This design comes from an exercise in tuning for small area on the open sky130 flow, not from production work. Only simulation tests tie the RTL to the original design; equivalence was not proved. The flow treats the clock pin as an ideal source. Dropping or thinning the clock tree relies on that and would not hold on a real chip. Power is estimated from default activity; no workload was simulated.

==> flow/design.v (excerpt) <==
module super_mario_music (
    input wire clk_1MHz,  
    input wire rst,
    output reg piezo      
);
Size in the first run: ~3 I/O pins.
export LEC_CHECK = 0
export ABC_AREA = 1
export CAP_MARGIN = 20
export CORE_MARGIN = 2
export CORE_UTILIZATION = 70
export CTS_BUF_LIST = sky130_fd_sc_hd__clkbuf_8
export CTS_CLUSTER_DIAMETER = 500
export CTS_CLUSTER_SIZE = 100
export SLEW_MARGIN = 20
export SYNTH_MEMORY_MAX_BITS = 65536
create_clock -name core_clock -period 125.0 [get_ports {clk_1MHz}]
standard.sh (not shown) runs the stock make flow with config.mk's settings and CLKGATE_MAP_FILE= SYNTH_SCRIPT=/design/flow/synth_recipe.tcl, a recipe that flattens the netlist after the stock synthesis.
==> flow/flow/run.sh <==
#!/bin/bash
# Standard ORFS layout with two extra steps:
#  * before floorplanning, every combinational cell is swapped to its smallest
#    drive strength (the clock period is long, so synthesis's upsizing buys nothing);
#  * after CTS, the clock tree is replaced by one clock buffer driving every register.
# Each tool's full output goes to standard.log in this folder.
set -uo pipefail
export PRE_FLOORPLAN_TCL=$PWD/flow/downsize.tcl
export POST_CTS_TCL=$PWD/flow/cts_single.tcl
export FLOW_CLOCK_PORT=clk_1MHz
export FLOW_CLOCK_BUF=sky130_fd_sc_hd__clkbuf_16
export FLOW_CLOCK_GROUPS=2
export CTS_ARGS="-buf_list sky130_fd_sc_hd__clkbuf_8 -dont_use_dummy_load -repair_clock_nets"
bash standard.sh > standard.log 2>&1
==> flow/flow/cts_single.tcl <==
# Replace the clock tree that CTS built with one clock buffer that drives every
# register clock pin directly (all registers see the same clock arrival).
set db [ord::get_db]
set block [ord::get_db_block]
set clk_bterm [$block findBTerm $::env(FLOW_CLOCK_PORT)]
set root_net [$clk_bterm getNet]
set ::cs_sinks {}
set ::cs_old_insts {}
set ::cs_old_nets {}
proc collect_sinks {net} {

  foreach it [$net getITerms] {
    if {![$it isInputSignal] && [$it getIoType] ne "INPUT"} { continue }
    set inst [$it getInst]
    set mname [[$inst getMaster] getName]
    if {[string match "sky130_fd_sc_hd__clkbuf_*" $mname] || [string match "sky130_fd_sc_hd__clkinv*" $mname] || [string match "sky130_fd_sc_hd__bufinv*" $mname]} {
      lappend ::cs_old_insts $inst
      foreach ot [$inst getITerms] {
        if {[$ot isOutputSignal]} {
          set on [$ot getNet]
          if {$on ne "NULL" && $on ne ""} { lappend ::cs_old_nets $on; collect_sinks $on }
        }
      }
    } else {
      lappend ::cs_sinks $it
    }
  }
}
collect_sinks $root_net
puts "cts_single: [llength $::cs_sinks] sinks, removing [llength $::cs_old_insts] clock cells"
set master [$db findMaster $::env(FLOW_CLOCK_BUF)]
set ngroups $::env(FLOW_CLOCK_GROUPS)
# sink positions
set pts {}
foreach it $::cs_sinks {
  set bb [[$it getInst] getBBox]
  lappend pts [list [expr {([$bb xMin] + [$bb xMax]) / 2.0}] [expr {([$bb yMin] + [$bb yMax]) / 2.0}]]
  $it disconnect
}
foreach inst $::cs_old_insts { odb::dbInst_destroy $inst }
foreach n $::cs_old_nets { if {[llength [$n getITerms]] == 0} { odb::dbNet_destroy $n } }
# k-means on sink positions, seeded by sorting on x then y
set n [llength $pts]
set order [lsort -real -index 0 $pts]
set cents {}
for {set g 0} {$g < $ngroups} {incr g} {
  lappend cents [lindex $order [expr {int(($g + 0.5) * $n / $ngroups)}]]
}
for {set iter 0} {$iter < 50} {incr iter} {
  set asg {}
  foreach p $pts {
    set bd 1e18; set bg 0
    for {set g 0} {$g < $ngroups} {incr g} {
      set c [lindex $cents $g]
      set d [expr {abs([lindex $p 0] - [lindex $c 0]) + abs([lindex $p 1] - [lindex $c 1])}]
      if {$d < $bd} { set bd $d; set bg $g }
    }
    lappend asg $bg
  }
  set newc {}
  for {set g 0} {$g < $ngroups} {incr g} {
    set sx 0.0; set sy 0.0; set k 0
    foreach p $pts a $asg { if {$a == $g} { set sx [expr {$sx + [lindex $p 0]}]; set sy [expr {$sy + [lindex $p 1]}]; incr k } }
    if {$k > 0} { lappend newc [list [expr {$sx / $k}] [expr {$sy / $k}]] } else { lappend newc [lindex $cents $g] }
  }
  set cents $newc
}
for {set g 0} {$g < $ngroups} {incr g} {
  set buf [odb::dbInst_create $block $master "clkbuf_root_$g"]
  set net [odb::dbNet_create $block "clknet_root_$g"]
  $net setSigType CLOCK
  foreach it [$buf getITerms] {
    set mt [$it getMTerm]
    if {[$mt getName] eq "A"} { $it connect $root_net }
    if {[$mt getName] eq "X"} { $it connect $net }
  }
  set k 0
  foreach it $::cs_sinks a $asg { if {$a == $g} { $it connect $net; incr k } }
  set c [lindex $cents $g]
  $buf setLocation [expr {int([lindex $c 0])}] [expr {int([lindex $c 1])}]
  $buf setPlacementStatus PLACED
  puts "cts_single: buffer $g drives $k registers"
}
detailed_placement
check_placement -verbose
estimate_parasitics -placement
report_clock_skew
Other scripts of this flow, unchanged in this note and not shown: flow/flow/downsize.tcl
==> next run, changes <==
--- a/flow/flow/run.sh
+++ b/flow/flow/run.sh
@@ -11,3 +11,3 @@
 export FLOW_CLOCK_BUF=sky130_fd_sc_hd__clkbuf_16
-export FLOW_CLOCK_GROUPS=2
+export FLOW_CLOCK_GROUPS=3
 export CTS_ARGS="-buf_list sky130_fd_sc_hd__clkbuf_8 -dont_use_dummy_load -repair_clock_nets"
The changed run produced a clean layout; total power is higher by 4.6%; first-iteration DRC count falls by 18%; synthesized cell count does not change.
No run of this note takes its clock network from TritonCTS; it comes from the design's own scripts or RTL.

========
== v55 ==
Another version of the RTL of super_mario_music (not shown whole).
For scale: ~480 cells after synthesis, about 3 I/O pins, roughly 3800 sq um of cells after synthesis.
Settings: LEC_CHECK=0, ABC_AREA=1, CAP_MARGIN=20, CORE_MARGIN=2, CORE_UTILIZATION=78, SLEW_MARGIN=20, SYNTH_MEMORY_MAX_BITS=65536; clock period 125.0 ns.
==> flow/flow/run.sh <==
#!/bin/bash
# The standard layout (standard.sh) with two extra steps:
#  * after synthesis, restructure.tcl re-maps the combinational logic of
#    1_synth.odb for area with OpenROAD's restructure (ABC) on the platform
#    liberty less its don't-use cells, and swaps every combinational cell to its
#    smallest drive strength (the clock period is long; synthesis's upsizing buys
#    nothing); registers are untouched;
#  * after CTS (ORFS POST_CTS hook), cts_single.tcl replaces the clock tree by
#    three clock buffers, each driving the registers of one area of the die, so
#    every register gets its clock through one buffer and all see the same clock
#    arrival; the port buffers become the smallest plain buffer.
# Each tool's full output goes to a log of its own in this folder.
set -uo pipefail
bash standard.sh synth > synth.log 2>&1 || exit 1
mkdir -p rmp_work
RMP_RESULTS=$PWD/orfs/results/$FLOW_PLATFORM/super_mario_music/base \
RMP_LIB=$FLOW_HOME/platforms/$FLOW_PLATFORM/lib/sky130_fd_sc_hd__tt_025C_1v80.lib \
RMP_WORK=$PWD/rmp_work \
  openroad -no_init -exit flow/restructure.tcl > restructure.log 2>&1 || exit 1
export POST_CTS_TCL=$PWD/flow/cts_single.tcl
export FLOW_CLOCK_PORT=clk_1MHz
export FLOW_CLOCK_BUF=sky130_fd_sc_hd__clkbuf_16
export FLOW_CLOCK_GROUPS=3
export CTS_ARGS="-buf_list sky130_fd_sc_hd__clkbuf_8 -dont_use_dummy_load -repair_clock_nets"
bash standard.sh > standard.log 2>&1
==> flow/flow/cts_single.tcl <==
# Replace the clock tree that CTS built with one clock buffer that drives every
# register clock pin directly (all registers see the same clock arrival).
set db [ord::get_db]
set block [ord::get_db_block]
set clk_bterm [$block findBTerm $::env(FLOW_CLOCK_PORT)]
set root_net [$clk_bterm getNet]
set ::cs_sinks {}
set ::cs_old_insts {}
set ::cs_old_nets {}
proc collect_sinks {net} {

  foreach it [$net getITerms] {
    if {![$it isInputSignal] && [$it getIoType] ne "INPUT"} { continue }
    set inst [$it getInst]
    set mname [[$inst getMaster] getName]
    if {[string match "sky130_fd_sc_hd__clkbuf_*" $mname] || [string match "sky130_fd_sc_hd__clkinv*" $mname] || [string match "sky130_fd_sc_hd__bufinv*" $mname]} {
      lappend ::cs_old_insts $inst
      foreach ot [$inst getITerms] {
        if {[$ot isOutputSignal]} {
          set on [$ot getNet]
          if {$on ne "NULL" && $on ne ""} { lappend ::cs_old_nets $on; collect_sinks $on }
        }
      }
    } else {
      lappend ::cs_sinks $it
    }
  }
}
collect_sinks $root_net
puts "cts_single: [llength $::cs_sinks] sinks, removing [llength $::cs_old_insts] clock cells"
set master [$db findMaster $::env(FLOW_CLOCK_BUF)]
set ngroups $::env(FLOW_CLOCK_GROUPS)
# sink positions
set pts {}
foreach it $::cs_sinks {
  set bb [[$it getInst] getBBox]
  lappend pts [list [expr {([$bb xMin] + [$bb xMax]) / 2.0}] [expr {([$bb yMin] + [$bb yMax]) / 2.0}]]
  $it disconnect
}
foreach inst $::cs_old_insts { odb::dbInst_destroy $inst }
foreach n $::cs_old_nets { if {[llength [$n getITerms]] == 0} { odb::dbNet_destroy $n } }
# k-means on sink positions, seeded by sorting on x then y
set n [llength $pts]
set order [lsort -real -index 0 $pts]
set cents {}
for {set g 0} {$g < $ngroups} {incr g} {
  lappend cents [lindex $order [expr {int(($g + 0.5) * $n / $ngroups)}]]
}
for {set iter 0} {$iter < 50} {incr iter} {
  set asg {}
  foreach p $pts {
    set bd 1e18; set bg 0
    for {set g 0} {$g < $ngroups} {incr g} {
      set c [lindex $cents $g]
      set d [expr {abs([lindex $p 0] - [lindex $c 0]) + abs([lindex $p 1] - [lindex $c 1])}]
      if {$d < $bd} { set bd $d; set bg $g }
    }
    lappend asg $bg
  }
  set newc {}
  for {set g 0} {$g < $ngroups} {incr g} {
    set sx 0.0; set sy 0.0; set k 0
    foreach p $pts a $asg { if {$a == $g} { set sx [expr {$sx + [lindex $p 0]}]; set sy [expr {$sy + [lindex $p 1]}]; incr k } }
    if {$k > 0} { lappend newc [list [expr {$sx / $k}] [expr {$sy / $k}]] } else { lappend newc [lindex $cents $g] }
  }
  set cents $newc
}
for {set g 0} {$g < $ngroups} {incr g} {
  set buf [odb::dbInst_create $block $master "clkbuf_root_$g"]
  set net [odb::dbNet_create $block "clknet_root_$g"]
  $net setSigType CLOCK
  foreach it [$buf getITerms] {
    set mt [$it getMTerm]
    if {[$mt getName] eq "A"} { $it connect $root_net }
    if {[$mt getName] eq "X"} { $it connect $net }
  }
  set k 0
  foreach it $::cs_sinks a $asg { if {$a == $g} { $it connect $net; incr k } }
  set c [lindex $cents $g]
  $buf setLocation [expr {int([lindex $c 0])}] [expr {int([lindex $c 1])}]
  $buf setPlacementStatus PLACED
  puts "cts_single: buffer $g drives $k registers"
}
# port buffers: use the smallest plain buffer
set b1 [$db findMaster sky130_fd_sc_hd__buf_1]
foreach inst [$block getInsts] {
  if {[regexp {^(input|output)[0-9]+$} [$inst getName]] && [[$inst getMaster] getName] ne "sky130_fd_sc_hd__buf_1"} {
    puts "cts_single: port buffer [$inst getName] [[$inst getMaster] getName] -> sky130_fd_sc_hd__buf_1"
    $inst swapMaster $b1
  }
}
detailed_placement
check_placement -verbose
estimate_parasitics -placement
report_clock_skew
==> flow/flow/restructure.tcl <==
# Run between the standard flow's synthesis and the rest of its flow, in a fresh OpenROAD:
# re-map the combinational logic of 1_synth.odb for area with restructure (ABC),
# on the platform liberty less its don't-use cells, then swap every combinational
# cell to its smallest drive strength. Registers are not touched.
set res $::env(RMP_RESULTS)
set lib $::env(RMP_LIB)
set work $::env(RMP_WORK)
read_db $res/1_synth.odb
read_liberty $lib
read_sdc $res/1_synth.sdc
source $::env(FLOW_HOME)/platforms/$::env(FLOW_PLATFORM)/setRC.tcl
set ::env(DONT_USE_CELLS) "sky130_fd_sc_hd__lpflow_* sky130_fd_sc_hd__probe_p_8 sky130_fd_sc_hd__probec_p_8"
exec python3 [file join [file dirname [info script]] libfilter.py] $lib $work/area.lib {*}$::env(DONT_USE_CELLS)
set_dont_use $::env(DONT_USE_CELLS)
puts "restructure: design area before"
report_design_area
restructure -target area -liberty_file $work/area.lib \
  -tielo_port sky130_fd_sc_hd__conb_1/LO -tiehi_port sky130_fd_sc_hd__conb_1/HI \
  -work_dir $work
puts "restructure: design area after"
report_design_area
source [file join [file dirname [info script]] downsize.tcl]
report_design_area
write_db $res/1_synth.odb
Other scripts of this flow, unchanged in this note and not shown: flow/flow/downsize.tcl, flow/flow/libfilter.py
--- input diff v55..v54 ---
--- a/flow/flow/run.sh
+++ b/flow/flow/run.sh
@@ -9 +9 @@
-#    three clock buffers, each driving the registers of one area of the die, so
+#    four clock buffers, each driving the registers of one area of the die, so
@@ -23 +23 @@
-export FLOW_CLOCK_GROUPS=3
+export FLOW_CLOCK_GROUPS=4
--- a/flow/config.mk
+++ b/flow/config.mk
@@ -11 +11 @@
-export CORE_UTILIZATION = 78
+export CORE_UTILIZATION = 70
==> run summary <==
Every stage of the flow completed for v54, and the final layout passed the timing, DRC and antenna checks.
v55 has completed all stages; timing, DRC and antenna checks passed.
Between v55 and v54, the setup skew after layout does not differ in any meaningful way.
Against v55, post-layout instance count excluding filler cells in v54 rose by a few percent.
Summary of v54 over v55: worst hold slack across all endpoints went down, global-route wire length before repair went down, area used by multi-input combinational logic did not really move, depth of the worst register-to-register path did not really move.
v54 against v55: internal power now larger, count of non-CTS inverters in the layout comparable, share of total power in sequential cells now smaller.
> inputs changed (v54 -> v52)
--- a/flow/flow/run.sh
+++ b/flow/flow/run.sh
@@ -9 +9 @@
-#    four clock buffers, each driving the registers of one area of the die, so
+#    three clock buffers, each driving the registers of one area of the die, so
@@ -18 +18 @@
-RMP_WORK=$PWD/rmp_work \
+RMP_WORK=$PWD/rmp_work RMP_FANOUT=9 \
@@ -23 +23 @@
-export FLOW_CLOCK_GROUPS=4
+export FLOW_CLOCK_GROUPS=3
==> flow/flow/fanout_size.tcl (new file) <==
# Give the drivers of nets with many loads the next drive strength (x2), so that
# placement's slew repair need not add buffers for them.
set db [ord::get_db]
set block [ord::get_db_block]
set nup 0
foreach net [$block getNets] {
  set loads 0; set drv ""
  foreach it [$net getITerms] {
    if {[$it isOutputSignal]} { set drv $it } elseif {[$it isInputSignal]} { incr loads }
  }
  if {$drv eq "" || $loads < $::env(RMP_FANOUT)} { continue }
  set inst [$drv getInst]
  set n [[$inst getMaster] getName]
  if {[regexp {^sky130_fd_sc_hd__(df|sdf|edf|dl|conb)} $n]} { continue }
  if {![regexp {^(sky130_fd_sc_hd__[a-z0-9]+)_([0-9]+)$} $n -> base drv_s]} { continue }
  if {$drv_s >= 2} { continue }
  set m2 [$db findMaster ${base}_2]
  if {$m2 eq "NULL" || $m2 eq ""} { continue }
  $inst swapMaster $m2
  incr nup
}
puts "fanout_size: upsized $nup drivers"
--- a/flow/flow/restructure.tcl
+++ b/flow/flow/restructure.tcl
@@ -22,0 +23 @@
+source [file join [file dirname [info script]] fanout_size.tcl]
Results
- Summary of v52 over v54: filler-free cell count of the finished design decreased 5; final worst-path cycle share roughly the same.
- In the metrics for v52 and v54, the one carrying the lower design area is v52.
- v52 ended up with a lower worst hold slack than v54 did.
No run of this note takes its clock network from TritonCTS; it comes from the design's own scripts or RTL.

static timing again, ports no longer ideal:
How much do the figures lean on ideal ports? The routed layouts below were timed once more, with nothing changed but the port constraints.
Step 1: set_driving_cell puts a clkbuf_16 on clk_1MHz and a buf_2 on each other input, an assumption about the parent block.
Step 2 moves the port delays by t, midway between the first and last clock arrival at a register: inputs arrive t later, outputs are due t later. That takes back most of the time a late clock gives input paths.
Three values: ideal, step 1, step 2; two values: the first two.
run | shift t [ns] | slack for setup (ns) | worst slew at a driven data input, ns | pins driven straight from the clock port
the first run of note 1 | 0.226 | 98.903 / 98.848 / 98.950 | 0.03 | 2
the second run of note 1 | 0.208 | 98.944 / 98.880 / 98.941 | 0.03 | 3
v55 | 0.202 | 99.309 / 99.248 / 99.324 | 0.03 | 3
v54 | 0.201 | 99.319 / 99.248 / 99.305 | 0.03 | 4
v52 | 0.206 | 99.313 / 99.250 / 99.390 | 0.03 | 3
After both steps setup and hold are still met in every run listed. For v54, which loses most, drivers alone change the setup slack by -0.071 ns; drivers and shift together by -0.014 ns. Setup slack includes reset recovery checks.
